What follows belongs to an exercise in optimizing a design on an open flow for small area and a short achievable clock period; a production flow would make more cautious choices. Only simulation tests tie the RTL to the original design; equivalence was not proved. Power figures rest on the tool's default switching activity, not on a simulated workload.

## design/flow/run.sh

```bash
#!/bin/bash
# synth_recipe.tcl (not shown) runs the flow's synth.tcl, then flattens the netlist and writes it again
# the make line also repeats each setting of config.mk as NAME=value (left out here)
make -C /OpenROAD-flow-scripts/flow DESIGN_CONFIG=/design/flow/config.mk WORK_HOME=/design/flow/orfs CLKGATE_MAP_FILE= SYNTH_SCRIPT=/design/flow/synth_recipe.tcl finish
```

## design/flow/config.mk

```make
export PLATFORM = sky130hd
export DESIGN_NAME = circuit
export DESIGN_NICKNAME = circuit
export VERILOG_FILES = /design/flow/design.v
export SDC_FILE = /design/flow/constraint.sdc
export NUM_CORES = 4
export LEC_CHECK = 0
export CAP_MARGIN = 20
export CORE_MARGIN = 2
export CORE_UTILIZATION = 40
export SLEW_MARGIN = 20
```

## design/flow/constraint.sdc

```tcl
create_clock -name core_clock -period 7.0 [get_ports {clk}]
set_input_delay 1.4000 -clock core_clock [delete_from_list [all_inputs] [get_ports {clk}]]
set_output_delay 1.4000 -clock core_clock [all_outputs]
set_load 0.01 [all_outputs]
```

## design/flow/design.v

```verilog
 module d_flipflop #(parameter N = 18 )
                    ( output reg [N-1:0] q,
                      input [N-1:0] d,
                      input clk,rstn);
  always @(posedge clk) begin
      if (!rstn)
         q <= 0;
      else 
         q <= d;   
  end    
 endmodule
 module add_sub #( parameter TYPE = "ADD", parameter M =19)
                 ( output reg [M-1:0] result,
                   input [M-1:0] a,b);
      always @(*) begin
         if (TYPE == "ADD")
            result = a+b;
         else if (TYPE == "SUB")
            result = a-b;
      end             
 endmodule
 module multi ( output [47:0] out,
                input [18:0] x,
                input [17:0] y);
   assign out = x*y;  
 endmodule 
 module circuit ( output [47:0] p,
                  input [17:0] a,b,d,
                  input [47:0] c,
                  input clk,rstn);
wire [17:0] d_f,b_f,a_f1,a_f2;
wire [47:0] c_f1,c_f2,c_f3;
wire [18:0] w1,w1_f;
wire [47:0] w2,w2_f,w3;
d_flipflop #(18) d1 (d_f,d,clk,rstn);
d_flipflop #(18) d2 (b_f,b,clk,rstn);
add_sub #(.M(19)) a1 (w1,{1'b0,d_f},{1'b0,b_f});
d_flipflop #(19) d6 (w1_f,w1,clk,rstn);
d_flipflop #(18) d3 (a_f1,a,clk,rstn);
d_flipflop #(18) d4 (a_f2,a_f1,clk,rstn);
multi b1 (w2,w1_f,a_f2);
d_flipflop #(48) d7 (w2_f,w2,clk,rstn);
d_flipflop #(48) d5 (c_f1,c,clk,rstn);
d_flipflop #(48) d9 (c_f2,c_f1,clk,rstn);
d_flipflop #(48) d10 (c_f3,c_f2,clk,rstn);
add_sub #(.M(48)) a2 (w3,w2_f,c_f3);
d_flipflop #(48) d8 (p,w3,clk,rstn);
 endmodule
```

==> notes.md <==
crit path max fanout=19; Worst Setup Slack, final=~400 ps; DP Cell Count=3215; Port Buffers=151; fraction of final layout cells sized beyond drive strength 1=4.188%; Yosys cell types=67; Switching Share=27.83%; Seq/Total Area, Yosys=28.55%; die span in y=240.8 µm; Die Wd=about 240 µm; crit path capture type=register; min Tclk post-route=between 6000 and 7000 ps; Final Instance Count excl. Fillers=3279; drt via density=4.807; global-route wire length before repair=between 80000 and 90000 µm; setup TNS=0 ps; #FFs+latches synth=320; syn nets=2936; hold path start=d3.q[12]; PD cells=190.2 nW/µm²; cell area after synthesis=22440 µm²; Final Max Slew Viols=0; DP HPWL=39780 µm; clock root buffer=clkbuf_16; CTS Buf Count=37; buffer levels on the longest clock path=3; Initial DRC Count=893; Total GRT Usage=17.76%; drt pass-1 iters=5; Peak VDD IR=about 0.15 mV; wirelength, routed=49800 µm; Worst Path Class, Setup=register to register; Clk pwr share=40.5%; global route overflow=0; ant diodes=0; worst clock skew=30.17 ps; Async SR Flop Fraction=0%; Cells after Synth=2392; Ports=152; Post-layout nets=3050; Gate power share=18.4%; CTS resizes=0; WP data arrival=roughly 7000 ps; Least-Margin Pin Slew=833.2 ps; Internal=approximately 3.6 mW; Final period util=94.25%; R2R Path Start=d4.q[3]; row count=86; Clock transition at path regs=50 ps; CTS tree=yes; leakage power=12.31 nW; RSZ-0062 raised after global routing=false; clock net sink count=320; Residual DRC=0; status=finished clean; Area Overhead vs Synth=15.77%; pre-CTS setup slack=473.9 ps; Worst Hold Slack=421.9 ps; Flop pwr share=41.1%; Max H-tree Level=2; sw power=1.375 mW; core area=55310 µm²; worst-skew pair later-pin latency=570 ps; Fmax=151.6 MHz; top_reg_cell synth=dfxtp_1; post-CTS setup buffer count=0; Hold Path Class=register to register; vias in the first global route=16440; Final Hold Viols=0; CTS Hold Bufs=0; full die area=just under 60000 µm²; Setup crit start kind=register; initial core utilization=40.57%; warnings from Yosys=5; Setup-failing EPs final=0; initial antenna violation count=1; Vias=around 16000; synthesized area per cell=9.380 µm²; Max-Cap Viols=0; EDFF count, synth=0; Crit. Startpoint=d4.q[3]; Final ANT Viol Nets=0; gp weighted congestion=0.8751; Tot Pwr=4.942 mW; Max-slew headroom=44.37%; WL/cell=15.19 µm; largest net degree at the start of global routing=132; Worst Path Required=7430 ps
logic make-up (layout without fill, tap and decap cells):
group,Yosys count,in the layout,share of synthesized area [%]
xor gates and xnor gates,72,72,2.810
AOI/OAI and AO/OA,239,239,6.943
adders and majority gates,440,440,33.70
and+or+nand+nor,868,868,20.18
buffers and inverters,445,584,7.456
muxes,8,8,0.3569
DFF,320,320,28.55
placed cells by master (no fill, tap or decap), types with 20 or more instances in the layout:
cell	instances
a21oi_1	83
nor2_1	91
buf_4	28
clkbuf_16	38
dfxtp_1	320
fa_1	274
ha_1	166
clkdlybuf4s50_1	150
o21ai_0	38
nor3_1	23
inv_1	340
xnor2_1	40
nand2_1	264
nor2b_1	20
xor2_1	32
a21o_1	30
and2_1	387
cell type report:
cell class                 instances  area (µm²)
clock buffer                      51        1060
clock inverter                    13       212.7
fill                            5382       29330
inverter                         341        1280
multi-input combinational       1627       14360
sequential                       320        6406
tap                              748       935.9
timing repair buffer             179        1723
worst max-delay path: stages, from the launching register on:
cell,delay [ps]
dfxtp_1,800
nand2_1,190
fa_1,540
fa_1,520
fa_1,510
inv_1,50
fa_1,560
fa_1,520
inv_1,50
fa_1,470
inv_1,40
ha_1,380
a21o_1,200
a21o_1,170
a21oi_1,270
and3_1,210
a21oi_1,110
a211o_1,350
a221oi_2,290
xnor2_1,80
and2_1,150
path summary, 6_finish.rpt:
| kind | slack (ps) | endpoint | cells after the start |
|---|---|---|---|
| worst max-delay path | 400 | d7.q[36] | 20 |
| worst max register to register | 400 | d7.q[36] | 20 |
| worst min-delay path | 420 | d4.q[12] | 1 |
| worst min register to register | 420 | d4.q[12] | 1 |
Yosys cell counts (2+ instances only):
cell type / number / area [µm²]
o311ai_0: 2 / 17.52
a41oi_1: 2 / 17.52
xnor2_1: 40 / 350.3
o211ai_1: 8 / 60.06
o21ai_1: 6 / 30.03
a21o_1: 30 / 225.2
a311oi_1: 2 / 17.52
xor2_1: 32 / 280.3
buf_2: 2 / 10.01
buf_1: 2 / 7.510
nor2b_1: 20 / 125.1
ha_1: 166 / 2077
dfxtp_1: 320 / 6406
nor3_1: 23 / 115.1
o21ai_0: 38 / 190.2
clkbuf_1: 100 / 375.4
a211oi_1: 3 / 22.52
and4_1: 2 / 17.52
and3_1: 15 / 93.84
o31a_1: 3 / 26.28
a221o_1: 3 / 30.03
o21bai_1: 5 / 37.54
fa_1: 274 / 5485
a21oi_1: 83 / 415.4
nand2b_1: 13 / 81.33
mux2i_1: 8 / 80.08
o21a_1: 14 / 105.1
a211o_1: 3 / 26.28
a31oi_1: 12 / 75.07
nor3b_1: 3 / 22.52
a21boi_0: 3 / 22.52
o22ai_1: 2 / 12.51
and2_1: 387 / 2421
nand3_1: 15 / 75.07
inv_1: 341 / 1280
or2_2: 2 / 12.51
or3_1: 8 / 50.05
a211oi_2: 4 / 50.05
nand4_1: 15 / 93.84
nand2_1: 264 / 991.0
nor2_1: 91 / 341.6
state kept, by name (all words and copies together) (netlist names):
register / count
d9.q: 48
d5.q: 48
d7.q: 37
d10.q: 48
d8.q: 48
d6.q: 19
d1.q: 18
d3.q: 18
d4.q: 18
d2.q: 18
per-stage QoR:
step,util [%],instance area [µm²]
after floorplan,-,22440
after global placement,44.67,24700
after detailed placement,44.67,24700
after CTS,46.97,25980
after global routing,46.97,25980
final,46.97,25980
routing by layer:
| metal | vias up | routed length [µm] | GRT usage [%] |
|---|---|---|---|
| li1 | 7627 | - | - |
| met1 | 7715 | 21270 | 22.90 |
| met2 | 335 | 24590 | 30.50 |
| met3 | 84 | 2413 | 2.596 |
| met4 | 0 | 1519 | 6.023 |
| met5 | - | 0 | 0 |
power groups by stage:
stage               logic [mW]  clock network (mW)  registers (mW)
floorplan                0.631                   0            2.02
global placement         0.906                   0            2.07
detailed placement       0.919                   0            2.07
CTS                      0.923                2.06            2.03
global route              1.03                2.14            2.05
finish                   0.907                2.00            2.03

re-timing with driven ports:
No port has a modelled driver above. Below, the same layout with a new extraction and two added sets of constraints.
Step 1 (the two cells are an assumption about what drives the block):
set clk [get_ports {clk}]
set_driving_cell -lib_cell sky130_fd_sc_hd__clkbuf_16 $clk
set_driving_cell -lib_cell sky130_fd_sc_hd__buf_2 [delete_from_list [all_inputs] $clk]
Step 2, shift: input delay + t, output delay - t, t = (earliest + latest rising clock arrival at the registers) / 2. This alone moves slack from input paths to output paths.
Three values: ideal ports, drivers, drivers and shift; two values: the first two.
t, ns: 0.609
slack for setup (ns): 0.402 / 0.402 / 0.402
worst setup path after step 2: register to register
After both steps setup and hold are still met in this run. For this run, drivers alone change the setup slack by 0.000 ns; drivers and shift together by 0.000 ns.
